From an optimization exercise on the open Yosys and OpenROAD flow, aimed at small area and a short achievable clock period; shortcuts taken in it are not production practice.
Where RTL was checked, it was by simulation tests only, not by an equivalence proof against the original.

## qpsk_demod
module qpsk_demod (
    input         clk,
    input         rst,
    input  [15:0] in_i,
    input  [15:0] in_q,
    output [15:0] i_sync,
    output [15:0] q_sync,
    output        bit_sync,
    output [31:0] sym_iq
);
For scale: roughly 5,500 cells after synthesis.
export LEC_CHECK = 0
export CAP_MARGIN = 20
export CORE_MARGIN = 2
export CORE_UTILIZATION = 50
export CTS_CLUSTER_DIAMETER = 100
export CTS_CLUSTER_SIZE = 25
export SETUP_SLACK_MARGIN = 5
export SLEW_MARGIN = 20
export SYNTH_HIERARCHICAL = 1
export SYNTH_MEMORY_MAX_BITS = 65536
create_clock -name core_clock -period 8.5 [get_ports {clk}]
standard.sh (not shown) runs the stock make flow with config.mk's settings and CLKGATE_MAP_FILE= SYNTH_SCRIPT=/design/flow/synth_recipe.tcl, a recipe that flattens the netlist after the stock synthesis.
==> flow/flow/run.sh <==
#!/bin/bash
set -euo pipefail
bash standard.sh SETUP_SLACK_MARGIN=5.3 finish > flow_standard.log 2>&1
The first run completed with no timing, DRC or antenna violations.
Change:
==> flow/flow/run.sh (replaced) <==
#!/bin/bash
set -euo pipefail
bash standard.sh SETUP_SLACK_MARGIN=5.1 finish > flow_standard.log 2>&1
Outcome: Final area falls by 2.7%; non-clock buffer count falls by 120; count of clock-buffer cells in the layout rises by 7; wire length falls by 3.9%; setup slack gets worse by 0.19 ns; cell count falls by 1.6%.


qpsk_demod, a different RTL version from the one above (not shown whole).
Size in the first run: ~5600 cells after synthesis, about 99 I/O pins, about 69000 µm² of cells after synthesis.
clock: 8.5 ns
lec_check: 0
cap_margin: 20
core_margin: 2
core_utilization: 50
cts_cluster_diameter: 100
cts_cluster_size: 25
setup_slack_margin: 5
slew_margin: 20
synth_hierarchical: 1
synth_memory_max_bits: 65536
==> flow/flow/run.sh <==
#!/bin/bash
set -euo pipefail
bash standard.sh SETUP_SLACK_MARGIN=5.4 finish > flow_standard.log 2>&1
==> next run, changes <==
==> flow/flow/run.sh (replaced) <==
#!/bin/bash
set -euo pipefail
bash standard.sh SETUP_SLACK_MARGIN=5.3 finish > flow_standard.log 2>&1
Wire length drops by about 2.5%.
Worst setup slack degrades by 67 ps.
Die area is unchanged.
Flip-flop and latch count does not change.
First-iteration DRC count stays flat.


Another version of the RTL of qpsk_demod (not shown whole).
For scale: about 5600 cells after synthesis, roughly 99 I/O pins, ~69000 um^2 of cells after synthesis.
Design qpsk_demod, start of the top module:
module qpsk_demod (
    input         clk,
    input         rst,
    input  [15:0] in_i,
    input  [15:0] in_q,
    output [15:0] i_sync,
    output [15:0] q_sync,
    output        bit_sync,
    output [31:0] sym_iq
);
Settings: LEC_CHECK=0, CAP_MARGIN=20, CORE_MARGIN=2, CORE_UTILIZATION=50, CTS_CLUSTER_DIAMETER=100, CTS_CLUSTER_SIZE=25, SETUP_SLACK_MARGIN=5, SLEW_MARGIN=20, SYNTH_HIERARCHICAL=1, SYNTH_MEMORY_MAX_BITS=65536; clock period 8.5 ns.
run.sh (not shown) runs the stock make flow with config.mk's settings and CLKGATE_MAP_FILE= SYNTH_SCRIPT=/design/flow/synth_recipe.tcl, a recipe that flattens the netlist after the stock synthesis.
Stock flow here: none of the scripts above is used.
The first run completed with no timing, DRC or antenna violations.
Then changed:
==> flow/flow/run.sh (new file) <==
#!/bin/bash
set -euo pipefail
bash standard.sh SETUP_SLACK_MARGIN=5.3 finish > flow_standard.log 2>&1
==> flow/standard.sh (new file) <==
#!/bin/bash
# synth_recipe.tcl (not shown) runs the flow's synth.tcl, then flattens the netlist and writes it again
# the make line also repeats each setting of config.mk as NAME=value (left out here)
make -C /OpenROAD-flow-scripts/flow DESIGN_CONFIG=/design/flow/config.mk WORK_HOME=/design/flow/orfs CLKGATE_MAP_FILE= SYNTH_SCRIPT=/design/flow/synth_recipe.tcl "${@:-finish}"
removed: flow/run.sh
Effect:
- via count rose slightly
- utilization is higher by 1.3 points
- die area stays the same
- design area rises by a few percent
- non-clock buffer count grows by 81


Setup of main:
qpsk_demod, a different RTL version from the one above (not shown whole).
Size: about 5,600 cells after synthesis, roughly 0.068 mm² of cells after synthesis.
make LEC_CHECK=0 CAP_MARGIN=20 CORE_MARGIN=2 CORE_UTILIZATION=40 SETUP_SLACK_MARGIN=5 SLEW_MARGIN=20 SYNTH_HIERARCHICAL=1 SYNTH_MEMORY_MAX_BITS=65536 finish   # period 8.5 ns
Stock flow here: none of the scripts above is used.
Here is what was changed in the inputs of the feature branch compared with main.
- putting ABC_CLOCK_PERIOD_IN_PS at 3000 where nothing was set
[summary]
On global-route usage, main and the feature branch are neck and neck.
main → the feature branch: number of non-clock inverters comparable.
No run of this note included a check of the RTL's function; only the layout flow was run.

static timing again, ports no longer ideal:
The flow's constraints put no driver on any port. The routed layouts listed below were extracted and timed again, unchanged, in two steps.
Step 1 (the two cells are an assumption about what drives the block):
set clk [get_ports {clk}]
set_driving_cell -lib_cell sky130_fd_sc_hd__clkbuf_16 $clk
set_driving_cell -lib_cell sky130_fd_sc_hd__buf_2 [delete_from_list [all_inputs] $clk]
Step 2 adds t to the input delays and takes it off the output delays; t is the mean of the earliest and latest rising clock arrival at the registers after step 1. Input paths then give back, and output paths get back, about the clock's delay inside the block.
Slacks: ideal ports / drivers / drivers and shift; pairs: ideal ports / drivers.
run	t, ns	setup WS [ns]	hold WS [ns]	clock arrival spread, ns	slew at the worst register clock pin (ns)
the first run of note 1	0.803	5.308 / 5.279 / 5.211	0.315 / 0.315 / 0.315	0.040 / 0.040	0.11 / 0.11
the second run of note 1	0.814	5.114 / 5.064 / 4.984	0.310 / 0.310 / 0.310	0.036 / 0.036	0.10 / 0.10
the first run of note 2	0.804	5.384 / 5.312 / 5.212	0.312 / 0.312 / 0.312	0.046 / 0.045	0.11 / 0.11
the second run of note 2	0.818	5.317 / 5.273 / 5.144	0.317 / 0.317 / 0.317	0.041 / 0.040	0.11 / 0.11
the first run of note 3	0.804	4.994 / 4.956 / 4.604	0.300 / 0.300 / 0.300	0.062 / 0.062	0.11 / 0.11
the second run of note 3	0.788	5.323 / 5.263 / 5.073	0.306 / 0.306 / 0.306	0.069 / 0.068	0.11 / 0.11
main	0.859	4.868 / 4.868 / 4.868	0.269 / 0.269 / 0.269	0.062 / 0.063	0.08 / 0.08
the feature branch	0.859	4.868 / 4.868 / 4.868	0.269 / 0.269 / 0.269	0.062 / 0.063	0.08 / 0.08
After both steps every run listed still meets setup and hold. For the first run of note 3, which loses most, drivers alone change the setup slack by -0.038 ns; drivers and shift together by -0.390 ns. The worst setup slack also covers recovery checks on asynchronous resets.
